This is an optimization exercise on Yosys and OpenROAD, whose aim is small area and a short achievable clock period, not a production implementation. In this exercise RTL edits were held to simulation tests only and were not proved equivalent to the original. No activity file was given, so power comes from the tool's default toggle rates.

## flow/design.v (module list and top-level ports; edited modules follow where they fit)
// module computing_core: 1208 lines
module computing_core(
    input clk,
    input reset,
    input [31:0] data_kernel,
    input [31:0] data_in_0,
    output [31:0] data_out_0,
    output en,
    output reg done
    );
  // ...
==> flow/flow/run.sh <==
#!/bin/bash
# Own flow: the standard layout, with two changes to how the layout is made:
# the port buffers are plain buffers (buf_2) instead of the delay cells
# buffer_ports picks by default, and timing repair aims at a tighter setup margin.
# Each step's full output goes to a log file in the work folder.
set -uo pipefail
bash standard.sh synth > synth.log 2>&1 || { tail -n 50 synth.log; exit 1; }
bash standard.sh "BUFFER_PORTS_ARGS=-buffer_cell sky130_fd_sc_hd__buf_2" SETUP_SLACK_MARGIN=5.25 finish > layout.log 2>&1 || { tail -n 50 layout.log; exit 1; }
==> flow/standard.sh <==
#!/bin/bash
# synth_recipe.tcl (not shown) runs the flow's synth.tcl, then flattens the netlist and writes it again
# the make line also repeats each setting of config.mk as NAME=value (left out here)
make -C /OpenROAD-flow-scripts/flow DESIGN_CONFIG=/design/flow/config.mk WORK_HOME=/design/flow/orfs CLKGATE_MAP_FILE= SYNTH_SCRIPT=/design/flow/synth_recipe.tcl "${@:-finish}"
==> flow/config.mk <==
export PLATFORM = sky130hd
export DESIGN_NAME = computing_core
export DESIGN_NICKNAME = computing_core
export VERILOG_FILES = /design/flow/design.v
export SDC_FILE = /design/flow/constraint.sdc
export NUM_CORES = 4
export LEC_CHECK = 0
export ABC_CLOCK_PERIOD_IN_PS = 2500
export CAP_MARGIN = 20
export CORE_MARGIN = 2
export CORE_UTILIZATION = 55
export CTS_CLUSTER_DIAMETER = 80
export CTS_CLUSTER_SIZE = 30
export SETUP_SLACK_MARGIN = 5
export SLEW_MARGIN = 20
==> flow/constraint.sdc <==
create_clock -name core_clock -period 8.0 [get_ports {clk}]
set_input_delay 1.6000 -clock core_clock [delete_from_list [all_inputs] [get_ports {clk}]]
set_output_delay 1.6000 -clock core_clock [all_outputs]
set_load 0.01 [all_outputs]
==> flow_metrics.tcl, run 1 <==
set metrics [dict create \
    yosysSeqAreaShare_pct 44.7 \
    post-cts-setup-buffers 1 \
    status "no timing/DRC/antenna violations" \
    synthArstFlopShare_pct 1.62 \
    ff_latch_area_um2 13200 \
    fin_area_um2 32500 \
    ys_seq_elements 554 \
    worstSetupPathType "reg2reg" \
    switching_share_pct 37.1 \
    io_buffers 99 \
    nonClkBufAreaFrac_pct 4.64 \
    worstMarginPinSlew_ps 899 \
    numCtsBuffers 34 \
    n_all_buffers 173 \
    num_rows 84 \
    slew_headroom_pct 40.0 \
    multi_input_area_um2 14700 \
    dr.max_layer_used "met5" \
    crit_required_ps 8470 \
    clk_pin_slew_ps 110 \
    hpwl_um 47800 \
    rrSetupSlack_ps 5230 \
    p_sw_uw 3740 \
    dp.cells 3110 \
    cts_hold_buf 0 \
    pg_comb_uw 4280 \
    die_w_um 235 \
    fin_cells 3217 \
    synth_adder_area_share_pct 19.9 \
    synthSimpleGateAreaFrac_pct 4.83 \
    grt.busiest_layer "met2" \
]
==> inputs of run 2 (changes only) <==
--- a/flow/config.mk
+++ b/flow/config.mk
@@ -9,5 +9,5 @@
 export CAP_MARGIN = 20
 export CORE_MARGIN = 2
-export CORE_UTILIZATION = 55
+export CORE_UTILIZATION = 65
 export CTS_CLUSTER_DIAMETER = 80
 export CTS_CLUSTER_SIZE = 30
==> run 2 against run 1 <==
  * Still clean
  * Die area is 15% lower
  * Global-route usage up 2.6 points
  * Synthesized cell count stayed put
  * Critical path type is now reg2out
  * Largest power group unchanged
==> flow_metrics.tcl, run 2 <==
set metrics [dict create \
    status "no timing/DRC/antenna violations" \
    rrSetupSlack_ps 5260 \
    synth_ff_type "dfxtp_1" \
    worstMarginPinSlew_ps 877 \
    hold_viol 0 \
    fin_crit_ps 2760 \
    antenna_found_initial 1 \
    tns_ps 0 \
    cp.buffers_inverters 2 \
    crit_slowest_cell "dfrtp_1" \
    top_register "ca" \
    min_path_type "reg2reg" \
    reg2reg_depth 9 \
    worstReg2RegStart "kr0[2]$_DFF_P_" \
    crit_fanout 1 \
    die_area_um2 46700 \
    ys_seq_elements 554 \
    hold_depth 0 \
    grt_pass1_wl_um 107000 \
    cts_hold_buf 0 \
    drive_above_1_share_pct 13.9 \
    clock_path_buffers 3 \
    yosys-top-cells-area "dfxtp_1 (24%), edfxtp_1 (20%), fa_1 (17%), a22oi_1 (8.2%), xnor2_1 (6.9%)" \
    tritoncts "done" \
    finalWorstSetupSlack_ps 5240 \
    max_cap_violations 0 \
    r2r_end "ca[18]$_DFF_P_" \
    cpLargestDelayFamily "flip-flops" \
    avgSynthCellArea_um2 11.8 \
    clk_pin_slew_ps 100 \
    synthArstFlopShare_pct 1.62 \
    hpwl_um 45300 \
    hold_end "kr2[0]$_DFF_P_" \
    final_common_cell "a22oi_1" \
    drt_first_pass_iters 7 \
    grt_pass1_vias 19310 \
    syn_to_final_growth_pct 9.31 \
    place_ws_ps 4670 \
    peakVddDrop_mv 0.294 \
    core_area_um2 44300 \
    largest_reg_flops 101 \
    synth_area_um2 29200 \
    slew_headroom_pct 41.5 \
    setup_violations 0 \
    hold_start "kr1[0]$_DFF_P_" \
    cp_data_arrival_time_ps 1160 \
    crit_path_end_kind "primary output" \
    num_vias 18764 \
    startpoint_type "register" \
    synth-edff-count 192 \
    routed_wl_um 70100 \
    start_util_pct 65.9 \
    grt_max_degree 64 \
    clkSinkCount 554 \
    synth.distinct_cells 74 \
    die_h_um 216 \
    post_drt_wl_per_cell_um 22.6 \
    die_w_um 216 \
    grt_overflow 0 \
    post-route-period-util_pct 34.5 \
    clock_latency_ps 640 \
    drcViolationCount 0 \
    worstSetupPathType "reg2out" \
    path_cells "inv_1 > buf_2" \
    syn_inst 2469 \
    crit_required_ps 6400 \
    cts_root_buffer "clkbuf_16" \
    synthTopCellsByCount "dfxtp_1 (353), a22oi_1 (320), fa_1 (248), inv_1 (247), xnor2_1 (229)" \
    io_buffers 99 \
    drtIter0Drc 1868 \
    cts_max_level 1 \
    skew_ps 54.7 \
    synth_top_area_cell "dfxtp_1" \
    final_antenna_net_count 0 \
    gp_congestion 0.913 \
    ios 100 \
    finalNetCount 2871 \
    synth_fp_nets 2851 \
    most-common-layout-cells "a22oi_1 (310), dfxtp_1 (295), fa_1 (248)" \
    yosysTopAreaCellShare_pct 24.2 \
    max_freq_mhz 363 \
    numCtsBuffers 28 \
    yosysMostFrequentCell "dfxtp_1" \
    powerDensity_nw_per_um2 306 \
    grt.total_usage_pct 29.4 \
    n_antenna_cell 0 \
    drv_slew 0 \
    rsz0062_at_grt "true" \
    yosysSeqAreaShare_pct 44.7 \
    ys_warn_count 1 \
    num_rows 77 \
    vias_per_cell 6.05 \
    max_stage_delay_ps 370 \
    p_leak_uw 0.0128 \
]
## run 2: cell types whose count changed in the layout (fill, tap and decap cells not counted), moves of 4 or more
cell	delta
inv_1	+5
a22oi_1	+8
a22oi_2	-8
buf_12	-4
clkbuf_16	-11
## run 2: how the worst max path moves through the flow
stage,start,to,slack [ps],depth (start not counted)
2_1_floorplan,b_neg[5]$_DFF_P_,ca[18]$_DFF_P_,5210,10
3_3_place_gp,b_two[1]$_DFF_P_,ca[18]$_DFF_P_,4710,8
3_5_place_dp,b_two[1]$_DFF_P_,ca[18]$_DFF_P_,4670,8
4_1_cts,b_neg[2]$_DFF_P_,ca[18]$_DFF_P_,5190,9
5_1_grt,en_b$_DFF_PN0_,en,5180,2
6_report,en_b$_DFF_PN0_,en,5240,2
## run 2: kinds of logic after synthesis
kind of cell	share of synthesized area (%)
AO/OA/AOI/OAI	12.8
XOR/XNOR	10.7
adder cells (fa/ha/maj)	19.9
buffers and inverters	5.62
flip-flops	44.7
multiplexers	1.49
AND/OR/NAND/NOR	4.83
## run 2: timing repair
item / in CTS / in global routing
endpoints found under the setup margin: 88 / 61
resized for setup: 77 / 75
buffers inserted: 4 / 32
gates cloned: 0 / 4
pin swaps: 1 / 5
## run 2: metal layers
metal	routed length [um]	GRT usage (%)
met5	7	0
met3	5540	4.19
met2	34200	51.4
met4	3320	11.0
met1	27000	37.4
## run 2: stage by stage
| stage | util (%) | hold slack, ps | instances | area [um^2] | power [uW] |
|---|---|---|---|---|---|
| floorplan | - | 310 | 2469 | 29300 | 6970 |
| global placement | 67.7 | 310 | 3011 | 30000 | 7820 |
| detailed placement | 67.7 | 312 | 3011 | 30000 | 8040 |
| CTS | 70.5 | 337 | 3066 | 31200 | 9850 |
| global route | 72.1 | 341 | 3102 | 31900 | 10700 |
| finish | 72.1 | 331 | 3102 | 31900 | 9770 |
## run 2: area by class of cell
cell class / count / area (um^2)
clock buffers: 37 / 787
clock inverters: 14 / 275
fillers: 3110 / 12400
inverters: 254 / 962
multi-input cells: 1485 / 14600
flip-flops and latches: 554 / 13200
well taps: 592 / 741
repair buffers: 166 / 1320
## run 2: power breakdown
part           internal (uW)  switching [uW]
registers               3520             235
logic                   1810            2420
clock network            793            1000
## run 2: worst reg2reg max path: stages (launching register included)
cell,delay (ps)
dfxtp_4,390
buf_12,160
a22oi_1,240
xor2_1,140
fa_1,520
inv_1,50
fa_1,520
inv_1,50
fa_1,500
inv_1,40
==> inputs of run 3 (changes only) <==
--- a/flow/flow/run.sh
+++ b/flow/flow/run.sh
@@ -6,3 +6,3 @@
 set -uo pipefail
 bash standard.sh synth > synth.log 2>&1 || { tail -n 50 synth.log; exit 1; }
-bash standard.sh "BUFFER_PORTS_ARGS=-buffer_cell sky130_fd_sc_hd__buf_2" SETUP_SLACK_MARGIN=5.25 finish > layout.log 2>&1 || { tail -n 50 layout.log; exit 1; }
+bash standard.sh "BUFFER_PORTS_ARGS=-buffer_cell sky130_fd_sc_hd__buf_2" SETUP_SLACK_MARGIN=5.2 finish > layout.log 2>&1 || { tail -n 50 layout.log; exit 1; }
==> run 3 against run 2 <==
  * Clock power shrank 7%
  * Critical path depth unchanged
  * Core utilization decreased by 1.2 points
  * Critical path type unchanged
  * Critical endpoint unchanged
==> flow_metrics.tcl, run 3 <==
set metrics [dict create \
    worstSetupPathType "reg2out" \
    hold_end "kr2[5]$_DFF_P_" \
    tritoncts "done" \
    syn_to_final_growth_pct 7.57 \
    dr.max_layer_used "met4" \
    die_h_um 216 \
    clk_pin_slew_ps 100 \
    yosysMostFrequentCell "dfxtp_1" \
    drt_first_pass_iters 7 \
    crit_path_end_kind "primary output" \
    crit_required_ps 6400 \
    max_cap_violations 0 \
    synthTopCellsByCount "dfxtp_1 (353), a22oi_1 (320), fa_1 (248), inv_1 (247), xnor2_1 (229)" \
    finalNetCount 2846 \
    crit_fanout 1 \
    drive_above_1_share_pct 12.3 \
    min_path_type "reg2reg" \
    synth_fp_nets 2851 \
    die_area_um2 46700 \
    most-common-layout-cells "a22oi_1 (318), dfxtp_1 (303), inv_1 (248), fa_1 (248), xnor2_1 (227)" \
    fin_area_um2 31400 \
    setup_violations 0 \
    gp_congestion 0.907 \
    synth_top_area_cell "dfxtp_1" \
    rsz0062_at_grt "true" \
    routed_wl_um 69600 \
    powerDensity_nw_per_um2 308 \
    clock_path_buffers 3 \
    p_leak_uw 0.0125 \
    worstReg2RegStart "b_neg[2]$_DFF_P_" \
    die_w_um 216 \
    yosysTopAreaCellShare_pct 24.2 \
    slew_headroom_pct 39.7 \
    cts_max_level 1 \
    skew_ps 30.4 \
    startpoint_type "register" \
    grt_max_degree 64 \
    vias_per_cell 6.09 \
    core_area_um2 44300 \
    place_ws_ps 4690 \
    clkSinkCount 554 \
    drtIter0Drc 1973 \
    post_drt_wl_per_cell_um 22.6 \
    worstMarginPinSlew_ps 904 \
    yosys-top-cells-area "dfxtp_1 (24%), edfxtp_1 (20%), fa_1 (17%), a22oi_1 (8.2%), xnor2_1 (6.9%)" \
    ys_seq_elements 554 \
    hpwl_um 46100 \
    tns_ps 0 \
    cp_data_arrival_time_ps 1160 \
    start_util_pct 65.9 \
    synth-edff-count 192 \
    status "no timing/DRC/antenna violations" \
    reg2reg_depth 9 \
    hold_viol 0 \
    grt_overflow 0 \
    post-route-period-util_pct 34.5 \
    finalWorstSetupSlack_ps 5240 \
    io_buffers 99 \
    peakVddDrop_mv 0.270 \
    final_antenna_net_count 0 \
    hold_depth 0 \
    wl_met2_um 35000 \
    grt.total_usage_pct 30.2 \
    yosysSeqAreaShare_pct 44.7 \
    ys_warn_count 1 \
    synth_area_um2 29200 \
    largest_reg_flops 101 \
    hold_ws_ps 335 \
    antenna_found_initial 2 \
    r2r_end "ca[18]$_DFF_P_" \
    rrSetupSlack_ps 5240 \
    grt_pass1_wl_um 110000 \
    power_uw 9680 \
    max_freq_mhz 362 \
    synthArstFlopShare_pct 1.62 \
    grt_pass1_vias 19593 \
    top_register "ca" \
    drv_slew 0 \
    drcViolationCount 0 \
    syn_inst 2469 \
    ios 100 \
    fin_crit_ps 2760 \
    cts_root_buffer "clkbuf_16" \
    clock_latency_ps 620 \
    wirelength_met1_um 27300 \
    avgSynthCellArea_um2 11.8 \
    numCtsBuffers 27 \
    synth_ff_type "dfxtp_1" \
    final_common_cell "a22oi_1" \
    num_rows 77 \
    wl_met3_um 4730 \
    synth.distinct_cells 74 \
    hold_start "kr1[5]$_DFF_P_" \
    num_vias 18731 \
    placed_area_um2 30000 \
]
-- run 3: kinds of logic (layout without fill, tap and decap cells) --
| family | count (synthesis) | after routing | share of synthesized area [%] |
|---|---|---|---|
| AOI/OAI and AO/OA | 499 | 499 | 12.8 |
| other | 0 | 2 | 0 |
| and+or+nand+nor | 277 | 277 | 4.83 |
| adders and majority gates | 316 | 316 | 19.9 |
| xor gates and xnor gates | 354 | 354 | 10.7 |
| buffers and inverters | 430 | 444 | 5.62 |
| muxes | 39 | 39 | 1.49 |
| DFF | 554 | 554 | 44.7 |
-- run 3: stage by stage --
step	utilization (%)	instances
6_report	70.9	3077
5_1_grt	70.9	3076
4_1_cts	70.1	3060
3_5_place_dp	67.7	3012
3_3_place_gp	67.7	3012
2_1_floorplan	-	2469
-- run 3: repair_timing --
item                                    CTS  global route
gates cloned                              0             2
endpoints found under the setup margin   82            50
setup buffers                             0            13
hold buffers                              0             0
pin swaps                                 0             3
resized for setup                        59            61
-- run 3: worst max path at each step --
stage | from | endpoint | cells past startpoint
2_1_floorplan | b_neg[4]$_DFF_P_ | ca[66]$_DFF_P_ | 7
3_3_place_gp | b_two[1]$_DFF_P_ | ca[18]$_DFF_P_ | 8
3_5_place_dp | b_two[1]$_DFF_P_ | ca[18]$_DFF_P_ | 8
4_1_cts | kr0[0]$_DFF_P_ | ca[18]$_DFF_P_ | 9
5_1_grt | kr0[0]$_DFF_P_ | ca[18]$_DFF_P_ | 9
6_report | en_b$_DFF_PN0_ | en | 2
-- run 3: report_power, final --
group | total [uW] | switching [uW] | internal (uW)
Combinational | 4250 | 2430 | 1820
Clock | 1670 | 975 | 693
Sequential | 3760 | 239 | 3520
-- run 3: final cells by class --
type / count / area, um^2
inverters: 254 / 967
multi-input cells: 1485 / 14600
diodes: 2 / 5.00
flip-flops and latches: 554 / 13200
clock inverters: 14 / 224
repair buffers: 142 / 1010
clock buffers: 34 / 712
well taps: 592 / 741
fillers: 3182 / 12900
-- run 3: worst max-delay path, cell delays in order (launching register included) --
cell     delay (ps)
dfrtp_1         370
inv_1            50
buf_2           120
-- run 3: metal layers --
layer  vias to the layer above  GRT usage, %
met2                       835          52.4
met1                      9330          39.0
li1                       8404             -
met5                         -             0
met4                         0          10.5
met3                       162          4.16
==> inputs of run 4 (changes only) <==
--- a/flow/config.mk
+++ b/flow/config.mk
@@ -7,5 +7,5 @@
 export LEC_CHECK = 0
 export ABC_CLOCK_PERIOD_IN_PS = 2500
-export CAP_MARGIN = 20
+export CAP_MARGIN = 5
 export CORE_MARGIN = 2
 export CORE_UTILIZATION = 65
@@ -13,3 +13,3 @@
 export CTS_CLUSTER_SIZE = 30
 export SETUP_SLACK_MARGIN = 5
-export SLEW_MARGIN = 20
+export SLEW_MARGIN = 5
==> run 4 against run 3 <==
  * Sequential power about the same
  * Highest routed layer unchanged
  * Largest power group unchanged
  * Global-route usage unchanged
  * Flip-flop and latch count stayed put
  * First-iteration DRC count stayed put
  * Fmax unchanged
  * Combinational power barely moved
  * Worst hold slack unchanged
  * Non-clock buffer count unchanged
  * Power unchanged
  * Sequential share of layout area unchanged
==> flow_metrics.tcl, run 4 <==
set metrics [dict create \
    vias_per_cell 6.09 \
    clock_path_buffers 3 \
    startpoint_type "register" \
    die_h_um 216 \
    synthArstFlopShare_pct 1.62 \
    die_area_um2 46700 \
    num_vias 18731 \
    crit_slowest_cell "dfrtp_1" \
    hold_viol 0 \
    num_rows 77 \
    worstMarginPinSlew_ps 904 \
    clkSinkCount 554 \
    skew_ps 30.4 \
    cp_data_arrival_time_ps 1160 \
    drt_first_pass_iters 7 \
    grt_overflow 0 \
    gp_congestion 0.907 \
    clk_pin_slew_ps 100 \
    hpwl_um 46100 \
    drv_slew 0 \
    yosysMostFrequentCell "dfxtp_1" \
    status "no timing/DRC/antenna violations" \
    synthTopCellsByCount "dfxtp_1 (353), a22oi_1 (320), fa_1 (248), inv_1 (247), xnor2_1 (229)" \
    fin_crit_ps 2760 \
    final_common_cell "a22oi_1" \
    synth_fp_nets 2851 \
    synth.distinct_cells 74 \
    p_leak_uw 0.0125 \
    yosysTopAreaCellShare_pct 24.2 \
    crit_required_ps 6400 \
    setup_violations 0 \
    grt.total_usage_pct 30.2 \
    syn_inst 2469 \
    cts_hold_buf 0 \
    grt_pass1_vias 19593 \
    antenna_found_initial 2 \
    fin_cells 3077 \
    synth_top_area_cell "dfxtp_1" \
    grt_max_degree 64 \
    final_antenna_net_count 0 \
    yosys-top-cells-area "dfxtp_1 (24%), edfxtp_1 (20%), fa_1 (17%), a22oi_1 (8.2%), xnor2_1 (6.9%)" \
    clock_latency_ps 620 \
    drcViolationCount 0 \
    start_util_pct 65.9 \
    die_w_um 216 \
    max_stage_delay_ps 370 \
    crit_fanout 1 \
    routed_wl_um 69600 \
    synth_area_um2 29200 \
    path_cells "inv_1 > buf_2" \
    fin_util_pct 70.9 \
    ys_seq_elements 554 \
    yosysSeqAreaShare_pct 44.7 \
    largest_reg_flops 101 \
    rsz0062_at_grt "true" \
    numCtsBuffers 27 \
    ios 100 \
    drtIter0Drc 1973 \
    min_path_type "reg2reg" \
    grt_pass1_wl_um 110000 \
    post-route-period-util_pct 34.5 \
    slew_headroom_pct 39.7 \
    worstSetupPathType "reg2out" \
    synth_ff_type "dfxtp_1" \
    top_register "ca" \
    core_area_um2 44300 \
    synth-edff-count 192 \
    most-common-layout-cells "a22oi_1 (318), dfxtp_1 (303), inv_1 (248), fa_1 (248), xnor2_1 (227)" \
    drive_above_1_share_pct 12.3 \
    finalNetCount 2846 \
    syn_to_final_growth_pct 7.57 \
    max_cap_violations 0 \
    avgSynthCellArea_um2 11.8 \
    tns_ps 0 \
    io_buffers 99 \
    ys_warn_count 1 \
    crit_path_end_kind "primary output" \
    max_freq_mhz 362 \
    peakVddDrop_mv 0.270 \
    tritoncts "done" \
    dp.cells 3012 \
    cts_root_buffer "clkbuf_16" \
    post_drt_wl_per_cell_um 22.6 \
    cts_max_level 1 \
    powerDensity_nw_per_um2 308 \
]
run 4: cell counts after synthesis:
No cell type changed its count.
run 4: where the power goes:
group | leakage [uW] | internal, uW | total (uW) | switching [uW]
clock | 0.000452 | 693 | 1670 | 975
sequential | 0.00487 | 3520 | 3760 | 239
combinational | 0.00720 | 1820 | 4250 | 2430
total | 0.0125 | 6040 | 9680 | 3650
run 4: metrics by stage:
| step | instance area (um^2) | power (uW) | setup slack [ps] | hold slack, ps |
|---|---|---|---|---|
| global placement | 30000 | 7830 | 4710 | 310 |
| detailed placement | 30000 | 8080 | 4690 | 312 |
| global route | 31400 | 10600 | 5150 | 343 |
| floorplan | 29300 | 6970 | 5210 | 310 |
| CTS | 31000 | 9740 | 5120 | 334 |
| finish | 31400 | 9680 | 5240 | 335 |
run 4: final timing paths:
path,from,to,slack (ps),cells after the start
worst max-delay path,en_b$_DFF_PN0_,en,5240,2
worst max register to register,b_neg[2]$_DFF_P_,ca[18]$_DFF_P_,5240,9
worst min-delay path,kr1[5]$_DFF_P_,kr2[5]$_DFF_P_,330,0
max in group asynchronous,reset,st[0]$_DFF_PN0_,6990,1
min in group asynchronous,reset,st[1]$_DFF_PN0_,810,1
worst min register to register,kr1[5]$_DFF_P_,kr2[5]$_DFF_P_,330,0
run 4: timing repair:
item | 4_1_cts | 5_1_grt
pin swaps | 0 | 3
setup endpoints to repair | 82 | 50
gates resized for setup | 59 | 61
cloned | 0 | 2
setup buffers | 0 | 13
run 4: final cells by class:
class | instances | area, um^2
sequential | 554 | 13200
fill | 3182 | 12900
timing repair buffer | 142 | 1010
multi-input combinational | 1485 | 14600
antenna | 2 | 5.00
clock buffer | 34 | 712
inverter | 254 | 967
tap | 592 | 741
clock inverter | 14 | 224
run 4: routing by layer:
metal	track usage (%)	routed length [um]
met1	39.0	27300
met2	52.4	35000
met3	4.16	4730
met4	10.5	2590
met5	0	0
run 4: worst max-delay path: cells and delay by family (launching register included):
family	cells	cell delay, ps
DFF	1	370
buffers and inverters	2	170
run 4: logic make-up (layout without fill, tap and decap cells):
logic type	Yosys count	count (layout)	share of synthesized area [%]
buffers and inverters	430	444	5.62
flip-flops	554	554	44.7
XOR/XNOR	354	354	10.7
other	0	2	0
AO/OA/AOI/OAI	499	499	12.8
adder cells (fa/ha/maj)	316	316	19.9
AND/OR/NAND/NOR	277	277	4.83
multiplexers	39	39	1.49
==> inputs of run 5 (changes only) <==
==> flow/flow/run.sh (replaced) <==
#!/bin/bash
# Own flow: the standard layout with these changes to how the layout is made:
#  - after the standard synthesis, flow/faopt.py re-chooses the polarity of the
#    full-adder cells (a full adder is self-dual) to drop most of the inverters
#    Yosys's extract_fa leaves between them; registers and other cells are kept;
#  - the port buffers are plain buffers (buf_2) instead of the delay cells
#    buffer_ports picks by default;
#  - timing repair aims at a tighter setup margin.
# Each step's full output goes to a log file in the work folder.
set -uo pipefail
R=orfs/results/sky130hd/computing_core/base
bash standard.sh synth > synth.log 2>&1 || { tail -n 50 synth.log; exit 1; }
cp $R/1_2_yosys.v $R/1_2_yosys_standard.v
python3 flow/faopt.py $R/1_2_yosys_standard.v $R/1_2_yosys.v > faopt.log 2>&1 || { tail -n 20 faopt.log; exit 1; }
rm -f $R/1_synth.odb $R/1_synth.sdc
bash standard.sh "BUFFER_PORTS_ARGS=-buffer_cell sky130_fd_sc_hd__buf_2" SETUP_SLACK_MARGIN=5.25 finish > layout.log 2>&1 || { tail -n 50 layout.log; exit 1; }
==> flow/flow/faopt.py (new file) <==
#!/usr/bin/env python3
"""Full-adder polarity clean-up of a synthesized sky130 netlist.

Yosys's extract_fa leaves inverters on many full-adder pins. A full adder is
self-dual: fa(~a, ~b, ~c) = (~sum, ~cout). This script chooses, for each
sky130_fd_sc_hd__fa_* cell, whether it works on complemented signals, so that
as few inverters as possible are needed, and rewrites the netlist. Registers
and all other cells are kept; only inverters are removed or added and
full-adder pins reconnected.
usage: faopt.py IN.v OUT.v"""
import re, sys, random

src = open(sys.argv[1]).read()
m = re.search(r'^module\s+(\w+)\s*\((.*?)\);', src, re.S | re.M)
body_start = m.end()
endm = src.rindex('endmodule')
body = src[body_start:endm]
inst_re = re.compile(r'^\s*(sky130_fd_sc_hd__\w+)\s+(\S+)\s*\((.*?)\);\s*$', re.S | re.M)
pin_re = re.compile(r'\.(\w+)\((.*?)\)\s*(?:,|$)', re.S)
insts = []
first = None
for mm in inst_re.finditer(body):
    if first is None: first = mm.start()
    pins = [(p, n.strip()) for p, n in pin_re.findall(mm.group(3))]
    insts.append([mm.group(1), mm.group(2), pins])
decls = body[:first]
rest = body[first:]
# everything in the body after the declarations must be instances
leftover = inst_re.sub('', rest).strip()
if leftover:
    sys.exit("unexpected netlist content: " + leftover[:200])

OUTS = {'X', 'Y', 'Q', 'Q_N', 'SUM', 'COUT', 'HI', 'LO'}
ports = set()
for d in re.findall(r'^\s*(input|output|inout)\s+(\[[^\]]*\]\s*)?(.*?);', decls, re.M):
    for nm in d[2].split(','):
        nm = nm.strip()
        if d[1]:
            hi, lo = [int(x) for x in d[1].strip()[1:-1].split(':')]
            for i in range(min(hi, lo), max(hi, lo) + 1): ports.add('%s[%d]' % (nm, i))
        ports.add(nm)

driver = {}
loads = {}
for k, (t, nm, pins) in enumerate(insts):
    for p, n in pins:
        if p in OUTS: driver[n] = (k, p)
        else: loads.setdefault(n, []).append((k, p))
isinv = lambda k: re.match(r'sky130_fd_sc_hd__inv_\d+$', insts[k][0]) is not None
isfa = lambda k: re.match(r'sky130_fd_sc_hd__fa_\d+$', insts[k][0]) is not None

def pin(k, p):
    for q, n in insts[k][2]:
        if q == p: return n
    return None

# resolve each net to (base net, relative polarity) through chains of inverters
base = {}
def resolve(n):
    if n in base: return base[n]
    seen = []
    r = 0
    cur = n
    while cur in driver and isinv(driver[cur][0]):
        seen.append(cur)
        cur = pin(driver[cur][0], 'A')
        r ^= 1
        if len(seen) > 50: sys.exit("inverter loop")
    base[n] = (cur, r)
    return base[n]

nets = set(driver) | set(loads)
classes = {}
for n in nets:
    b, r = resolve(n)
    classes.setdefault(b, set()).add(n)
frozen = set()
for b, members in classes.items():
    if members & ports or b not in driver:
        frozen.add(b)
fa_ids = [k for k in range(len(insts)) if isfa(k)]
flippable = set()
for k in fa_ids:
    ok = True
    for p, n in insts[k][2]:
        if resolve(n)[0] in frozen: ok = False
    if ok: flippable.add(k)

# loads of each class: (inst, pin, rel) for non-inverter loads
cl_loads = {}
for b, members in classes.items():
    L = []
    for n in members:
        r = resolve(n)[1]
        for k, p in loads.get(n, []):
            if isinv(k): continue
            L.append((k, p, r))
    cl_loads[b] = L
flip = {k: 0 for k in fa_ids}
def dp(b):
    k, p = driver[b]
    return flip.get(k, 0) if isfa(k) else 0
def need_flags(b):
    d = dp(b)
    pos = neg = False
    for k, p, r in cl_loads[b]:
        w = r ^ (flip.get(k, 0) if isfa(k) else 0)
        if w == d: pos = True
        else: neg = True
    return pos, neg
def cost(b):
    if b in frozen: return 0
    return 1 if need_flags(b)[1] else 0
fa_classes = {}
for k in fa_ids:
    s = set(resolve(n)[0] for p, n in insts[k][2])
    fa_classes[k] = [b for b in s if b not in frozen]
def total():
    return sum(cost(b) for b in classes if b not in frozen)
start = total()
import math
random.seed(1)
order = sorted(flippable)
cur = start
best = cur
best_flip = dict(flip)
T = 2.0
steps = 200000
for it in range(steps):
    k = order[random.randrange(len(order))]
    cs = fa_classes[k]
    before = sum(cost(b) for b in cs)
    flip[k] ^= 1
    delta = sum(cost(b) for b in cs) - before
    if delta <= 0 or random.random() < math.exp(-delta / T):
        cur += delta
        if cur < best:
            best = cur
            best_flip = dict(flip)
    else:
        flip[k] ^= 1
    T = max(0.02, 2.0 * (1 - it / steps))
flip = best_flip
end = total()

# rewrite
remove = set()
newwires = []
newinsts = []
conn = {}   # (inst, pin) -> net
cnt = 0
for b, members in classes.items():
    if b in frozen: continue
    pos, neg = need_flags(b)
    for n in members:
        if n in driver and isinv(driver[n][0]): remove.add(driver[n][0])
    if neg:
        cnt += 1
        cn = "_faopt_n%d_" % cnt
        newwires.append(cn)
        newinsts.append(("sky130_fd_sc_hd__inv_1", "_faopt_i%d_" % cnt, [("A", b), ("Y", cn)]))
    d = dp(b)
    for k, p, r in cl_loads[b]:
        w = r ^ (flip.get(k, 0) if isfa(k) else 0)
        conn[(k, p)] = b if w == d else cn
out = []
for k, (t, nm, pins) in enumerate(insts):
    if k in remove: continue
    ps = [(p, conn.get((k, p), n)) for p, n in pins]
    out.append((t, nm, ps))
out += newinsts
def esc(n):
    return n + " " if n.startswith("\\") else n
def fmt(t, nm, ps):
    return "  %s %s (\n%s\n  );\n" % (t, esc(nm), ",\n".join("    .%s(%s)" % (p, esc(n)) for p, n in ps))
text = src[:body_start] + decls + "".join("  wire %s;\n" % w for w in newwires) + "".join(fmt(*x) for x in out) + "endmodule\n"
open(sys.argv[2], 'w').write(text)
ninv0 = sum(1 for k in range(len(insts)) if isinv(k))
ninv1 = sum(1 for t, nm, ps in out if re.match(r'sky130_fd_sc_hd__inv_\d+$', t))
print("faopt: %d full adders (%d may flip, %d flipped); inverters %d -> %d" % (
    len(fa_ids), len(flippable), sum(flip.values()), ninv0, ninv1))
--- a/flow/config.mk
+++ b/flow/config.mk
@@ -7,5 +7,5 @@
 export LEC_CHECK = 0
 export ABC_CLOCK_PERIOD_IN_PS = 2500
-export CAP_MARGIN = 5
+export CAP_MARGIN = 20
 export CORE_MARGIN = 2
 export CORE_UTILIZATION = 65
@@ -13,3 +13,3 @@
 export CTS_CLUSTER_SIZE = 30
 export SETUP_SLACK_MARGIN = 5
-export SLEW_MARGIN = 5
+export SLEW_MARGIN = 20
==> run 5 against run 4 <==
  * Still clean
  * Worst setup slack got worse by 40 ps
  * Core utilization is 0.36 points higher
  * Wire length increased by 3.2%
  * Final cell count decreased by 3.8%
  * Area after synthesis shrank 1.7%
  * Global-route usage is 1.4 points higher
  * Sequential power hardly changed
  * Worst hold slack lost 6.5 ps
  * Sequential share of layout area is 0.13 points higher
  * Largest power group unchanged
  * Count of clock-buffer cells in the layout grew 3
  * Fmax fell by 1.4%
==> flow_metrics.tcl, run 5 <==
set metrics [dict create \
    post-route-period-util_pct 35.0 \
    grt_max_degree 64 \
    status "no timing/DRC/antenna violations" \
    clock_latency_ps 610 \
    hpwl_um 46100 \
    syn_inst 2333 \
    most-common-layout-cells "a22oi_1 (319), dfxtp_1 (307), fa_1 (248)" \
    place_ws_ps 4630 \
    start_util_pct 65.4 \
    tns_ps 0 \
    clk_pin_slew_ps 110 \
    skew_ps 35.1 \
    antenna_found_initial 4 \
    min_path_type "reg2reg" \
    fin_crit_ps 2800 \
    fillerInstances 3098 \
    crit_fanout 26 \
    drv_slew 0 \
    fin_area_um2 31300 \
    max_freq_mhz 357 \
    rsz0062_at_grt "true" \
    num_vias 18654 \
    post_drt_wl_per_cell_um 24.3 \
    clock_path_buffers 3 \
    max_cap_violations 0 \
    hold_ws_ps 328 \
    vias_per_cell 6.30 \
    cp_data_arrival_time_ps 3290 \
    core_area_um2 43900 \
    peakVddDrop_mv 0.321 \
    ys_warn_count 1 \
    finalWorstSetupSlack_ps 5200 \
    syn_to_final_growth_pct 9.08 \
    die_area_um2 45900 \
    finalNetCount 2727 \
    cts_hold_buf 0 \
    p_leak_uw 0.0120 \
    setup_violations 0 \
    ios 100 \
    numCtsBuffers 29 \
    final_common_cell "a22oi_1" \
    clkSinkCount 554 \
    worstMarginPinSlew_ps 868 \
    grt.total_usage_pct 31.5 \
    placed_area_um2 29500 \
    drive_above_1_share_pct 13.5 \
    crit_path_end_kind "register" \
    top_register "ca" \
    grt_pass1_vias 19643 \
    drcViolationCount 0 \
    crit_required_ps 8490 \
    die_w_um 214 \
    worstSetupPathType "reg2reg" \
    io_buffers 99 \
    dp.cells 2880 \
    hold_viol 0 \
    cts_root_buffer "clkbuf_16" \
    synth_area_um2 28700 \
    routed_wl_um 71900 \
    tritoncts "done" \
    die_h_um 214 \
    num_rows 77 \
    drt_first_pass_iters 8 \
    fin_cells 2960 \
    powerDensity_nw_per_um2 313 \
    gp_congestion 0.943 \
    largest_reg_flops 101 \
    avgSynthCellArea_um2 12.3 \
    slew_headroom_pct 42.2 \
    startpoint_type "register" \
    synth_fp_nets 2715 \
    grt_overflow 0 \
    cts_max_level 1 \
    final_antenna_net_count 0 \
    grt_pass1_wl_um 113000 \
    drtIter0Drc 2114 \
]
## run 5: power by group
group          leakage (uW)  total, uW  switching, uW  internal (uW)
Combinational       0.00667       4220           2290           1930
Sequential          0.00487       3790            266           3520
Clock              0.000496       1780           1010            773
## run 5: final cells by class
type	count	area, um^2	area share [%]
repair buffers	157	1250	4.00
clock inverters	15	297	0.947
flip-flops and latches	554	13200	42.1
multi-input cells	1485	14600	46.7
diodes	2	5.00	0.0160
clock buffers	37	756	2.41
well taps	592	741	2.37
inverters	118	459	1.47
## run 5: through the flow
| stage | utilization, % | power [uW] |
|---|---|---|
| 2_1_floorplan | - | 6890 |
| 3_3_place_gp | 67.2 | 7760 |
| 3_5_place_dp | 67.2 | 8050 |
| 4_1_cts | 70.2 | 9840 |
| 5_1_grt | 71.3 | 10600 |
| 6_report | 71.3 | 9790 |
## run 5: what timing repair did
item | CTS | global route
gates cloned | 1 | 1
resized for setup | 65 | 77
buffers inserted | 9 | 15
endpoints found under the setup margin | 89 | 59
pin swaps | 0 | 9
## run 5: per-layer routing
metal  vias up  global-route usage [%]  wire (um)
li1       8166                       -          -
met1      9303                    40.7      27900
met2       949                    52.8      34600
met3       232                    5.08       5970
met4         4                    14.5       3440
met5         -                       0         21
## run 5: path summary, 6_finish.rpt
kind	start	to	slack (ps)	cells after the start
max	b_one[3]$_DFF_P_	ca[94]$_DFF_P_	5200	7
min	kr1[24]$_DFF_P_	kr2[24]$_DFF_P_	330	0
max reg2reg	b_one[3]$_DFF_P_	ca[94]$_DFF_P_	5200	7
min reg2reg	kr1[24]$_DFF_P_	kr2[24]$_DFF_P_	330	0
max in group asynchronous	reset	dpre$_DFF_PN0_	6970	1
min in group asynchronous	reset	st[5]$_DFF_PN0_	830	1
## run 5: critical path, cell delays in order, from the launching register on
cell	delay (ps)
dfxtp_1	320
buf_4	340
a22oi_1	150
xor2_1	310
fa_1	510
fa_1	470
fa_1	550
inv_1	40
==> inputs of run 6 (changes only) <==
--- a/flow/flow/run.sh
+++ b/flow/flow/run.sh
@@ -14,3 +14,3 @@
 python3 flow/faopt.py $R/1_2_yosys_standard.v $R/1_2_yosys.v > faopt.log 2>&1 || { tail -n 20 faopt.log; exit 1; }
 rm -f $R/1_synth.odb $R/1_synth.sdc
-bash standard.sh "BUFFER_PORTS_ARGS=-buffer_cell sky130_fd_sc_hd__buf_2" SETUP_SLACK_MARGIN=5.25 finish > layout.log 2>&1 || { tail -n 50 layout.log; exit 1; }
+bash standard.sh "BUFFER_PORTS_ARGS=-buffer_cell sky130_fd_sc_hd__buf_2" SETUP_SLACK_MARGIN=5.35 finish > layout.log 2>&1 || { tail -n 50 layout.log; exit 1; }
==> run 6 against run 5 <==
  * Still clean
  * Final cell count up 2.6%
  * Core utilization grew 3.6 points
  * Fmax up 1.1%
  * First-iteration DRC count increased by 10%
  * Register-to-register slack better by 40 ps
  * Largest cell class unchanged
==> flow_metrics.tcl, run 6 <==
set metrics [dict create \
    multi_input_area_um2 15000 \
    ios 100 \
    drv_slew 0 \
    cts_max_level 1 \
    synth_fp_nets 2715 \
    fin_util_pct 74.9 \
    syn_inst 2333 \
    synth_area_um2 28700 \
    crit_fanout 1 \
    clock_path_buffers 3 \
    most-common-layout-cells "dfxtp_1 (282), a22oi_1 (260), fa_1 (245)" \
    clkSinkCount 554 \
    vias_per_cell 6.46 \
    cp_data_arrival_time_ps 1170 \
    placed_area_um2 29500 \
    antenna_found_initial 2 \
    hpwl_um 45800 \
    die_w_um 214 \
    drive_above_1_share_pct 20.6 \
    avgSynthCellArea_um2 12.3 \
    grt_max_degree 63 \
    skew_ps 32.1 \
    min_path_type "reg2reg" \
    rsz0062_at_grt "true" \
    grt_pass1_vias 19469 \
    numCtsBuffers 29 \
    slew_headroom_pct 40.3 \
    num_vias 19629 \
    routed_wl_um 80100 \
    drcViolationCount 0 \
    core_area_um2 43900 \
    num_rows 77 \
    fin_crit_ps 2770 \
    gp_congestion 0.901 \
    final_common_cell "dfxtp_1" \
    die_area_um2 45900 \
    tns_ps 0 \
    grt.total_usage_pct 30.9 \
    n_antenna_cell 0 \
    start_util_pct 65.4 \
    crit_path_end_kind "primary output" \
    largest_reg_flops 101 \
    io_buffers 99 \
    status "no timing/DRC/antenna violations" \
    top_register "ca" \
    post_drt_wl_per_cell_um 26.4 \
    setup_violations 0 \
    post-route-period-util_pct 34.6 \
    powerDensity_nw_per_um2 302 \
    worstMarginPinSlew_ps 896 \
    finalWorstSetupSlack_ps 5230 \
    max_freq_mhz 361 \
    max_cap_violations 0 \
    syn_to_final_growth_pct 14.6 \
    crit_required_ps 6400 \
    startpoint_type "register" \
    place_ws_ps 4700 \
    die_h_um 214 \
    clk_pin_slew_ps 110 \
    drtIter0Drc 2333 \
    peakVddDrop_mv 0.256 \
    p_leak_uw 0.0127 \
    fin_area_um2 32900 \
    ys_warn_count 1 \
    hold_viol 0 \
    final_antenna_net_count 0 \
    drt_first_pass_iters 7 \
    cts_root_buffer "clkbuf_16" \
    fillerInstances 2854 \
    grt_overflow 0 \
    tritoncts "done" \
    ff_latch_area_um2 13300 \
    finalNetCount 2804 \
    clock_latency_ps 650 \
    worstSetupPathType "reg2out" \
    grt_pass1_wl_um 110000 \
]
-- run 6: path summary, 6_finish.rpt --
check	slack, ps	from	endpoint	cells after the start
worst max-delay path	5230	en_b$_DFF_PN0_	en	2
worst min-delay path	340	kr1[1]$_DFF_P_	kr2[1]$_DFF_P_	0
worst max register to register	5240	b_two[1]$_DFF_P_	ca[28]$_DFF_P_	6
worst min register to register	340	kr1[1]$_DFF_P_	kr2[1]$_DFF_P_	0
max in group asynchronous	7020	reset	st[0]$_DFF_PN0_	1
min in group asynchronous	780	reset	done$_DFF_PN0_	1
-- run 6: repair_timing --
action | 4_1_cts | 5_1_grt
hold buffers | 0 | 0
endpoints found under the setup margin | 137 | 106
gates resized for setup | 117 | 156
gates cloned | 1 | 12
pin swaps | 1 | 55
setup buffers | 17 | 78
-- run 6: cell type report --
| class | instances | share of cell area (%) |
|---|---|---|
| clock buffer | 36 | 2.29 |
| clock inverter | 18 | 0.943 |
| inverter | 118 | 1.41 |
| multi-input combinational | 1485 | 45.7 |
| sequential | 554 | 40.3 |
| tap | 592 | 2.25 |
| timing repair buffer | 234 | 7.16 |
-- run 6: stage by stage --
stage | hold WS, ps | power, uW | std cells
6_report | 336 | 9930 | 3037
5_1_grt | 332 | 10800 | 3037
4_1_cts | 333 | 9900 | 2947
3_5_place_dp | 313 | 8050 | 2875
3_3_place_gp | 310 | 7760 | 2874
2_1_floorplan | 310 | 6890 | 2333
-- run 6: power breakdown --
part | internal [uW] | leakage, uW | switching (uW)
registers | 3520 | 0.00488 | 263
clock network | 776 | 0.000502 | 1040
logic | 1990 | 0.00732 | 2340
total | 6280 | 0.0127 | 3640
-- run 6: critical path, stage by stage (launching register included) --
cell	delay [ps]
dfrtp_1	370
inv_1	40
buf_2	110
-- run 6: routing by layer --
metal	up-vias	wire [um]	GRT usage, %
li1	8318	-	-
met1	9662	29200	39.7
met2	1231	36500	52.1
met3	414	8730	4.89
met4	4	5620	13.6
met5	-	27	0
==> inputs of run 7 (changes only) <==
--- a/flow/flow/run.sh
+++ b/flow/flow/run.sh
@@ -14,3 +14,3 @@
 python3 flow/faopt.py $R/1_2_yosys_standard.v $R/1_2_yosys.v > faopt.log 2>&1 || { tail -n 20 faopt.log; exit 1; }
 rm -f $R/1_synth.odb $R/1_synth.sdc
-bash standard.sh "BUFFER_PORTS_ARGS=-buffer_cell sky130_fd_sc_hd__buf_2" SETUP_SLACK_MARGIN=5.35 finish > layout.log 2>&1 || { tail -n 50 layout.log; exit 1; }
+bash standard.sh "BUFFER_PORTS_ARGS=-buffer_cell sky130_fd_sc_hd__buf_2" SETUP_SLACK_MARGIN=5.2 finish > layout.log 2>&1 || { tail -n 50 layout.log; exit 1; }
--- a/flow/config.mk
+++ b/flow/config.mk
@@ -12,4 +12,5 @@
 export CTS_CLUSTER_DIAMETER = 80
 export CTS_CLUSTER_SIZE = 30
+export PLACE_DENSITY = 0.75
 export SETUP_SLACK_MARGIN = 5
 export SLEW_MARGIN = 20
==> run 7 against run 6 <==
  * Sequential share of layout area increased by 2.2 points
  * Flip-flop and latch count is the same
  * Clock skew increased by 6.1 ps
  * Die area unchanged
  * Fmax fell by 1.8%
  * Largest cell class unchanged
==> flow_metrics.tcl, run 7 <==
set metrics [dict create \
    status "no timing/DRC/antenna violations" \
    worstReg2RegStart "kr0[19]$_DFF_P_" \
    power.internal_uw 6150 \
    die_h_um 214 \
    p_leak_uw 0.0119 \
    grt_overflow 0 \
    grt_pass1_vias 19646 \
    gp_congestion 0.879 \
    final_antenna_net_count 0 \
    reg2reg_depth 6 \
    peakVddDrop_mv 0.284 \
    worstSetupPathType "reg2reg" \
    fin_util_pct 70.5 \
    syn_to_final_growth_pct 7.91 \
    routed_wl_um 69600 \
    start_util_pct 65.4 \
    grt_pass1_wl_um 109000 \
    worstMarginPinSlew_ps 849 \
    hold_viol 0 \
    power.share.clock_pct 17.5 \
    antenna_found_initial 1 \
    numCtsBuffers 28 \
    grt_use_met3_pct 4.51 \
    p_comb_share_pct 43.0 \
    most-common-layout-cells "a22oi_1 (319), dfxtp_1 (306), fa_1 (248)" \
    min_path_type "reg2reg" \
    post_drt_wl_per_cell_um 23.5 \
    num_vias 18632 \
    cts_max_level 1 \
    vias_per_cell 6.30 \
    seq_power_share_pct 39.5 \
    final_common_cell "a22oi_1" \
    drv_slew 0 \
    clock_latency_ps 610 \
    synth_fp_nets 2715 \
    cts_root_buffer "clkbuf_16" \
    powerDensity_nw_per_um2 310 \
    ys_warn_count 1 \
    rrSetupSlack_ps 5180 \
    crit_fanout 14 \
    grt.busiest_layer "met2" \
    startpoint_type "register" \
    hold_end "kr2[21]$_DFF_P_" \
    switching_share_pct 35.9 \
    power_uw 9600 \
    hpwl_um 45300 \
    grt.total_usage_pct 30.4 \
    drt_first_pass_iters 6 \
    core_area_um2 43900 \
    finalNetCount 2724 \
    hold_depth 0 \
    p_sw_uw 3450 \
    rsz0062_at_grt "true" \
    drtIter0Drc 2163 \
    max_cap_violations 0 \
    largest_reg_flops 101 \
    skew_ps 38.2 \
    clk_pin_slew_ps 110 \
    num_rows 77 \
    crit_slowest_cell "dfxtp_2" \
    cpMostUsedCell "fa_1" \
    fin_crit_ps 2820 \
    hold_start "kr1[21]$_DFF_P_" \
    drcViolationCount 0 \
    io_buffers 99 \
    slew_headroom_pct 43.4 \
    met2_usage_pct 51.0 \
    max_stage_delay_ps 630 \
    max_freq_mhz 354 \
    syn_inst 2333 \
    grt_max_degree 64 \
    synth_area_um2 28700 \
    cp.buffers_inverters 1 \
    cp_data_arrival_time_ps 3310 \
    die_w_um 214 \
    tns_ps 0 \
    setup_violations 0 \
    path_cells "a22oi_1 > xnor2_1 > fa_1 > fa_1 > fa_1 > inv_1" \
    r2r_end "ca[94]$_DFF_P_" \
    crit_path_end_kind "register" \
    clkSinkCount 554 \
    die_area_um2 45900 \
    clock_path_buffers 3 \
    ios 100 \
    hold_ws_ps 335 \
    post-route-period-util_pct 35.3 \
    tritoncts "done" \
    fillerInstances 3120 \
    avgSynthCellArea_um2 12.3 \
    cpLargestDelayFamily "adder cells" \
    grt_util_met1_pct 39.9 \
    crit_required_ps 8490 \
    top_register "ca" \
    drive_above_1_share_pct 13.3 \
]
## run 7: worst max path at each step
stage,from,end,slack (ps),cells after the start
finish,kr0[19]$_DFF_P_,ca[94]$_DFF_P_,5180,6
global placement,b_neg[5]$_DFF_P_,ca[94]$_DFF_P_,4610,6
detailed placement,b_neg[5]$_DFF_P_,ca[94]$_DFF_P_,4600,6
floorplan,b_neg[8]$_DFF_P_,ca[57]$_DFF_P_,5200,7
global route,kr0[19]$_DFF_P_,ca[94]$_DFF_P_,5120,6
CTS,b_neg[2]$_DFF_P_,ca[94]$_DFF_P_,5160,8
## run 7: cell type report
| cell class | count | area, um^2 | share of cell area, % |
|---|---|---|---|
| Timing Repair Buffer | 155 | 1050 | 3.40 |
| Antenna cell | 1 | 2.50 | 0.00808 |
| Tap cell | 592 | 741 | 2.39 |
| Clock buffer | 38 | 758 | 2.45 |
| Multi-Input combinational cell | 1485 | 14600 | 47.1 |
| Sequential cell | 554 | 13200 | 42.5 |
| Clock inverter | 13 | 210 | 0.678 |
| Inverter | 118 | 459 | 1.48 |
## run 7: metal layers
layer	vias to the layer above	part of all wire, %
met5	-	0
met4	0	5.0
met3	264	8.1
met2	1008	47
met1	9193	39
li1	8167	-
## run 7: metrics by stage
stage | area [um^2] | worst slack (ps) | cells
2_1_floorplan | 28700 | 5200 | 2333
3_3_place_gp | 29500 | 4610 | 2878
3_5_place_dp | 29500 | 4600 | 2878
4_1_cts | 30700 | 5160 | 2943
5_1_grt | 31000 | 5120 | 2955
6_report | 31000 | 5180 | 2956
## run 7: worst register-to-register path, cell delays in order (launching register included)
cell and delay (ps):
dfxtp_2 630, a22oi_1 200, xnor2_1 310, fa_1 470, fa_1 490, fa_1 560
inv_1 40
## run 7: repair_timing
item,4_1_cts,5_1_grt
hold buffers,0,0
setup buffers,14,11
cloned,0,1
pin swaps,0,1
gates resized for setup,50,55
setup endpoints to repair,75,56
## run 7: power groups by stage
stage | clock network (uW) | logic (uW) | registers, uW
6_report | 1680 | 4130 | 3790
5_1_grt | 1810 | 4780 | 3840
4_1_cts | 1710 | 4180 | 3800
3_5_place_dp | 0 | 4170 | 3860
3_3_place_gp | 0 | 3870 | 3850
2_1_floorplan | 0 | 3080 | 3800
==> inputs of run 8 (changes only) <==
--- a/flow/config.mk
+++ b/flow/config.mk
@@ -12,5 +12,4 @@
 export CTS_CLUSTER_DIAMETER = 80
 export CTS_CLUSTER_SIZE = 30
-export PLACE_DENSITY = 0.75
 export SETUP_SLACK_MARGIN = 5
 export SLEW_MARGIN = 20
==> run 8 against run 7 <==
  * Cell area barely moved
  * Count of clock-buffer cells in the layout shrank 1
  * Critical path depth increased by 1
  * Synthesized cell count is the same
  * Core utilization barely moved
  * Final cell count shrank 0.37%
  * Sequential power barely moved
==> flow_metrics.tcl, run 8 <==
set metrics [dict create \
    status "no timing/DRC/antenna violations" \
    numCtsBuffers 27 \
    drt_first_pass_iters 6 \
    hold_viol 0 \
    power_uw 9600 \
    skew_ps 41.6 \
    final_antenna_net_count 0 \
    die_area_um2 45900 \
    cts_hold_buf 0 \
    worstSetupPathType "reg2reg" \
    max_cap_violations 0 \
    syn_to_final_growth_pct 7.84 \
    powerDensity_nw_per_um2 310 \
    fin_area_um2 31000 \
    place_ws_ps 4570 \
    drive_above_1_share_pct 13.1 \
    cp_data_arrival_time_ps 3250 \
    tns_ps 0 \
    die_w_um 214 \
    cp.buffers_inverters 2 \
    startpoint_type "register" \
    post-route-period-util_pct 34.5 \
    top_register "ca" \
    num_vias 18476 \
    clkSinkCount 554 \
    crit_fanout 14 \
    cts_root_buffer "clkbuf_16" \
    crit_slowest_cell "fa_1" \
    crit_required_ps 8480 \
    path_cells "buf_8 > a22oi_1 > xnor2_1 > fa_1 > fa_1 > fa_1 > inv_1" \
    clock_path_buffers 3 \
    synth_fp_nets 2715 \
    worstMarginPinSlew_ps 872 \
    final_common_cell "a22oi_1" \
    peakVddDrop_mv 0.286 \
    drv_slew 0 \
    p_leak_uw 0.0119 \
    tritoncts "done" \
    setup_violations 0 \
    ios 100 \
    largest_reg_flops 101 \
    gp_congestion 0.878 \
    grt_pass1_vias 19362 \
    placed_area_um2 29500 \
    slew_headroom_pct 41.9 \
    synth_area_um2 28700 \
    fin_crit_ps 2760 \
    post_drt_wl_per_cell_um 23.7 \
    cpLargestDelayFamily "adder cells" \
    drtIter0Drc 2003 \
    clock_latency_ps 600 \
    grt_pass1_wl_um 110000 \
    cts_max_level 1 \
    core_area_um2 43900 \
    ys_warn_count 1 \
    io_buffers 99 \
    drcViolationCount 0 \
    fin_util_pct 70.5 \
    finalWorstSetupSlack_ps 5240 \
    start_util_pct 65.4 \
    syn_inst 2333 \
    rsz0062_at_grt "true" \
    routed_wl_um 69900 \
    vias_per_cell 6.27 \
    avgSynthCellArea_um2 12.3 \
    clk_pin_slew_ps 110 \
    grt_overflow 0 \
    hpwl_um 45400 \
    cpMostUsedCell "fa_1" \
    grt_max_degree 64 \
    min_path_type "reg2reg" \
    finalNetCount 2714 \
    grt.total_usage_pct 30.7 \
    antenna_found_initial 2 \
    die_h_um 214 \
    num_rows 77 \
    max_stage_delay_ps 570 \
    max_freq_mhz 362 \
    most-common-layout-cells "a22oi_1 (318), dfxtp_1 (305), fa_1 (248)" \
    crit_path_end_kind "register" \
]
run 8: final cells by class:
class,count,area [um^2]
tap,592,741
clock buffer,37,723
multi-input combinational,1485,14600
fill,3146,13000
timing repair buffer,146,988
clock inverter,12,233
inverter,118,463
sequential,554,13200
antenna,1,2.50
run 8: per-layer routing:
layer	up-vias	global-route usage [%]	routed length, um
met3	197	4.74	5440
li1	8130	-	-
met2	901	51.9	34200
met1	9246	40.3	27600
met5	-	0	13
met4	2	11.7	2740
run 8: worst paths after layout:
| path | from | endpoint | slack [ps] | cells past startpoint |
|---|---|---|---|---|
| worst max-delay path | kr0[8]$_DFF_P_ | ca[48]$_DFF_P_ | 5240 | 7 |
| worst min-delay path | kr1[11]$_DFF_P_ | kr2[11]$_DFF_P_ | 340 | 0 |
| worst max register to register | kr0[8]$_DFF_P_ | ca[48]$_DFF_P_ | 5240 | 7 |
| worst min register to register | kr1[11]$_DFF_P_ | kr2[11]$_DFF_P_ | 340 | 0 |
| max in group asynchronous | reset | st[0]$_DFF_PN0_ | 6980 | 1 |
| min in group asynchronous | reset | st[1]$_DFF_PN0_ | 820 | 1 |
run 8: worst reg2reg max path: cells and delay by family, from the launching register on:
| family | cells | cell delay, ps |
|---|---|---|
| buf+inv | 2 | 280 |
| flops | 1 | 540 |
| xor+xnor | 1 | 170 |
| fa+ha+maj | 3 | 1550 |
| compound gates | 1 | 110 |
run 8: repair_timing:
item,4_1_cts,5_1_grt
gates cloned,0,1
resized for setup,49,60
pin swaps,0,1
setup buffers,9,8
endpoints found under the setup margin,84,59
run 8: report_power, final:
| group | leakage, uW | total, uW | internal (uW) | switching (uW) |
|---|---|---|---|---|
| sequential | 0.00487 | 3790 | 3520 | 268 |
| combinational | 0.00655 | 4130 | 1880 | 2250 |
| clock | 0.000452 | 1680 | 724 | 951 |
run 8: stage by stage:
step / hold slack, ps / std cells
after floorplan: 310 / 2333
after global placement: 310 / 2877
after detailed placement: 312 / 2877
after CTS: 337 / 2935
after global routing: 341 / 2944
final: 336 / 2945
==> inputs of run 9 (changes only) <==
--- a/flow/flow/run.sh
+++ b/flow/flow/run.sh
@@ -14,3 +14,3 @@
 python3 flow/faopt.py $R/1_2_yosys_standard.v $R/1_2_yosys.v > faopt.log 2>&1 || { tail -n 20 faopt.log; exit 1; }
 rm -f $R/1_synth.odb $R/1_synth.sdc
-bash standard.sh "BUFFER_PORTS_ARGS=-buffer_cell sky130_fd_sc_hd__buf_2" SETUP_SLACK_MARGIN=5.2 finish > layout.log 2>&1 || { tail -n 50 layout.log; exit 1; }
+bash standard.sh "BUFFER_PORTS_ARGS=-buffer_cell sky130_fd_sc_hd__buf_2" SETUP_SLACK_MARGIN=5.2 "CTS_ARGS=-sink_clustering_enable -repair_clock_nets -sink_clustering_size 30 -sink_clustering_max_diameter 80 -dont_use_dummy_load" finish > layout.log 2>&1 || { tail -n 50 layout.log; exit 1; }
==> run 9 against run 8 <==
  * Synthesized cell count did not move
  * First-iteration DRC count rose by 6.6%
  * Cell area rose by 0.36%
  * Clock skew rose by 57 ps
  * Area after synthesis did not move
  * Non-clock buffer count rose by 21
  * Flip-flop and latch count did not move
  * Register-to-register slack barely moved
  * Worst hold slack got worse by 2.0 ps
  * Fmax rose by 0.32%
  * Combinational power barely moved
  * Sequential share of layout area fell by 0.11 points
  * Critical path type is now reg2out
  * Critical endpoint is now en
  * Largest power group unchanged
  * Highest routed layer unchanged
==> flow_metrics.tcl, run 9 <==
set metrics [dict create \
    grt_overflow 0 \
    cts_hold_buf 0 \
    avgSynthCellArea_um2 12.3 \
    power.share.clock_pct 15.5 \
    crit_slowest_cell "dfrtp_1" \
    drt_first_pass_iters 6 \
    die_h_um 214 \
    peakVddDrop_mv 0.244 \
    die_w_um 214 \
    status "no timing/DRC/antenna violations" \
    r2r_end "ca[48]$_DFF_P_" \
    die_area_um2 45900 \
    most-common-layout-cells "a22oi_1 (317), dfxtp_1 (303), fa_1 (245)" \
    finalNetCount 2737 \
    startpoint_type "register" \
    crit_start "en_b$_DFF_PN0_" \
    crit_path_end_kind "primary output" \
    cts_max_level 1 \
    gp_congestion 0.921 \
    core_area_um2 43900 \
    p_comb_share_pct 44.1 \
    rsz0062_at_grt "true" \
    grt.busiest_layer "met2" \
    drv_slew 0 \
    synth_fp_nets 2715 \
    clock_latency_ps 630 \
    rrSetupSlack_ps 5240 \
    start_util_pct 65.4 \
    final_antenna_net_count 0 \
    syn_inst 2333 \
    cts_root_buffer "clkbuf_16" \
    num_rows 77 \
    skew_ps 98.6 \
    grt_use_met3_pct 6.06 \
    tns_ps 0 \
    syn_to_final_growth_pct 8.23 \
    clkSinkCount 554 \
    routed_wl_um 72400 \
    cp_data_arrival_time_ps 1160 \
    reg2reg_depth 6 \
    min_path_type "reg2reg" \
    top_register "ca" \
    crit_fanout 1 \
    clock_path_buffers 3 \
    drcViolationCount 0 \
    synth_area_um2 28700 \
    power_uw 9360 \
    post_drt_wl_per_cell_um 24.6 \
    max_stage_delay_ps 370 \
    p_sw_uw 3330 \
    p_leak_uw 0.0119 \
    grt.total_usage_pct 31.2 \
    drive_above_1_share_pct 13.9 \
    fin_crit_ps 2760 \
    drtIter0Drc 2135 \
    grt_pass1_wl_um 112000 \
    max_cap_violations 0 \
    met2_usage_pct 52.6 \
    powerDensity_nw_per_um2 301 \
    largest_reg_flops 101 \
    worstSetupPathType "reg2out" \
    ios 100 \
    fillerInstances 3125 \
    path_cells "inv_1 > buf_2" \
    vias_per_cell 6.35 \
    antenna_found_initial 3 \
    ys_warn_count 1 \
    num_vias 18730 \
    setup_violations 0 \
    slew_headroom_pct 43.2 \
    worstMarginPinSlew_ps 852 \
    numCtsBuffers 28 \
    seq_power_share_pct 40.5 \
    grt_max_degree 64 \
    max_freq_mhz 363 \
    switching_share_pct 35.6 \
    io_buffers 99 \
    hpwl_um 45600 \
    grt_util_met1_pct 40.2 \
    clk_pin_slew_ps 110 \
    fin_area_um2 31100 \
    placed_area_um2 29500 \
    tritoncts "done" \
    post-route-period-util_pct 34.4 \
    worstReg2RegStart "kr0[9]$_DFF_P_" \
    power.internal_uw 6030 \
    grt_pass1_vias 19581 \
    hold_viol 0 \
    final_common_cell "a22oi_1" \
    cp-endpoint "en" \
    crit_required_ps 6400 \
]
==> run 9: final cells by class <==
type / count / area [um^2] / share of cell area (%)
clock buffer: 28 / 701 / 2.25
tap: 592 / 741 / 2.38
timing repair buffer: 167 / 1310 / 4.23
timing repair inverter: 1 / 5.00 / 0.0161
multi-input combinational: 1485 / 14600 / 47.1
antenna: 3 / 7.51 / 0.0242
sequential: 554 / 13200 / 42.5
inverter: 118 / 465 / 1.50
==> run 9: worst min path at each step <==
stage	from	to	slack, ps	cells past startpoint
2_1_floorplan	kr1[0]$_DFF_P_	kr2[0]$_DFF_P_	310	0
3_3_place_gp	kr1[0]$_DFF_P_	kr2[0]$_DFF_P_	310	0
3_5_place_dp	kr1[16]$_DFF_P_	kr2[16]$_DFF_P_	310	0
4_1_cts	kr1[26]$_DFF_P_	kr2[26]$_DFF_P_	340	0
5_1_grt	kr1[24]$_DFF_P_	kr2[24]$_DFF_P_	340	0
6_report	kr1[24]$_DFF_P_	kr2[24]$_DFF_P_	330	0
==> run 9: critical path, delay by kind of cell (launching register included) <==
kind / cells / cell delay, ps
flops: 1 / 370
buf+inv: 2 / 150
==> run 9: routing by layer <==
layer / up-vias / wire length, um
met5: - / 13
met4: 2 / 3210
met3: 225 / 6290
met2: 1016 / 34900
met1: 9319 / 28000
li1: 8168 / -
==> run 9: power groups by stage <==
stage / clock [uW] / combinational, uW / sequential, uW
2_1_floorplan: 0 / 3080 / 3800
3_3_place_gp: 0 / 3910 / 3850
3_5_place_dp: 0 / 4140 / 3850
4_1_cts: 1480 / 4160 / 3790
5_1_grt: 1570 / 4820 / 3840
6_report: 1450 / 4130 / 3790
==> run 9: repair_timing <==
action | in CTS | in global routing
gates resized for setup | 70 | 71
buffers inserted | 10 | 26
gates cloned | 1 | 3
hold endpoints to repair | 0 | 0
endpoints found under the setup margin | 84 | 74
pin swaps | 0 | 9
==> run 9: through the flow <==
stage | setup WS [ps] | std cells | hold WS [ps] | util [%]
6_report | 5240 | 2948 | 334 | 70.7
5_1_grt | 5180 | 2947 | 335 | 70.7
4_1_cts | 5170 | 2916 | 336 | 69.4
3_5_place_dp | 4550 | 2877 | 312 | 67.2
3_3_place_gp | 4580 | 2877 | 311 | 67.1
2_1_floorplan | 5200 | 2333 | 310 | -

[static timing again, ports no longer ideal]
The results above use ideal ports. As a check the final layouts listed here were re-extracted and re-timed, cells and wires unchanged.
Step 1 assumes that a clkbuf_16 drives the clock port and a buf_2 every other input.
Step 2 also shifts input and output timing later by t, the mid clock arrival at the registers, as if the neighbouring blocks saw the same clock.
a / b / c = ideal / step 1 / step 2; a / b = the first two.
| run | t (ns) | setup slack, ns | cell pins on the clock port's net |
|---|---|---|---|
| run 1 | 0.637 | 5.228 / 5.228 / 5.154 | 1 |
| run 2 | 0.673 | 5.242 / 5.182 / 5.124 | 1 |
| run 3 | 0.667 | 5.240 / 5.178 / 5.148 | 1 |
| run 4 | 0.667 | 5.240 / 5.178 / 5.148 | 1 |
| run 5 | 0.649 | 5.200 / 5.200 / 4.908 | 1 |
| run 6 | 0.689 | 5.231 / 5.174 / 5.057 | 1 |
| run 7 | 0.653 | 5.179 / 5.179 / 5.095 | 1 |
| run 8 | 0.643 | 5.236 / 5.215 / 5.149 | 1 |
| run 9 | 0.632 | 5.245 / 5.190 / 5.155 | 1 |
After both steps every run listed still meets setup and hold. For run 5, which loses most, drivers alone change the setup slack by 0.000 ns; drivers and shift together by -0.292 ns.
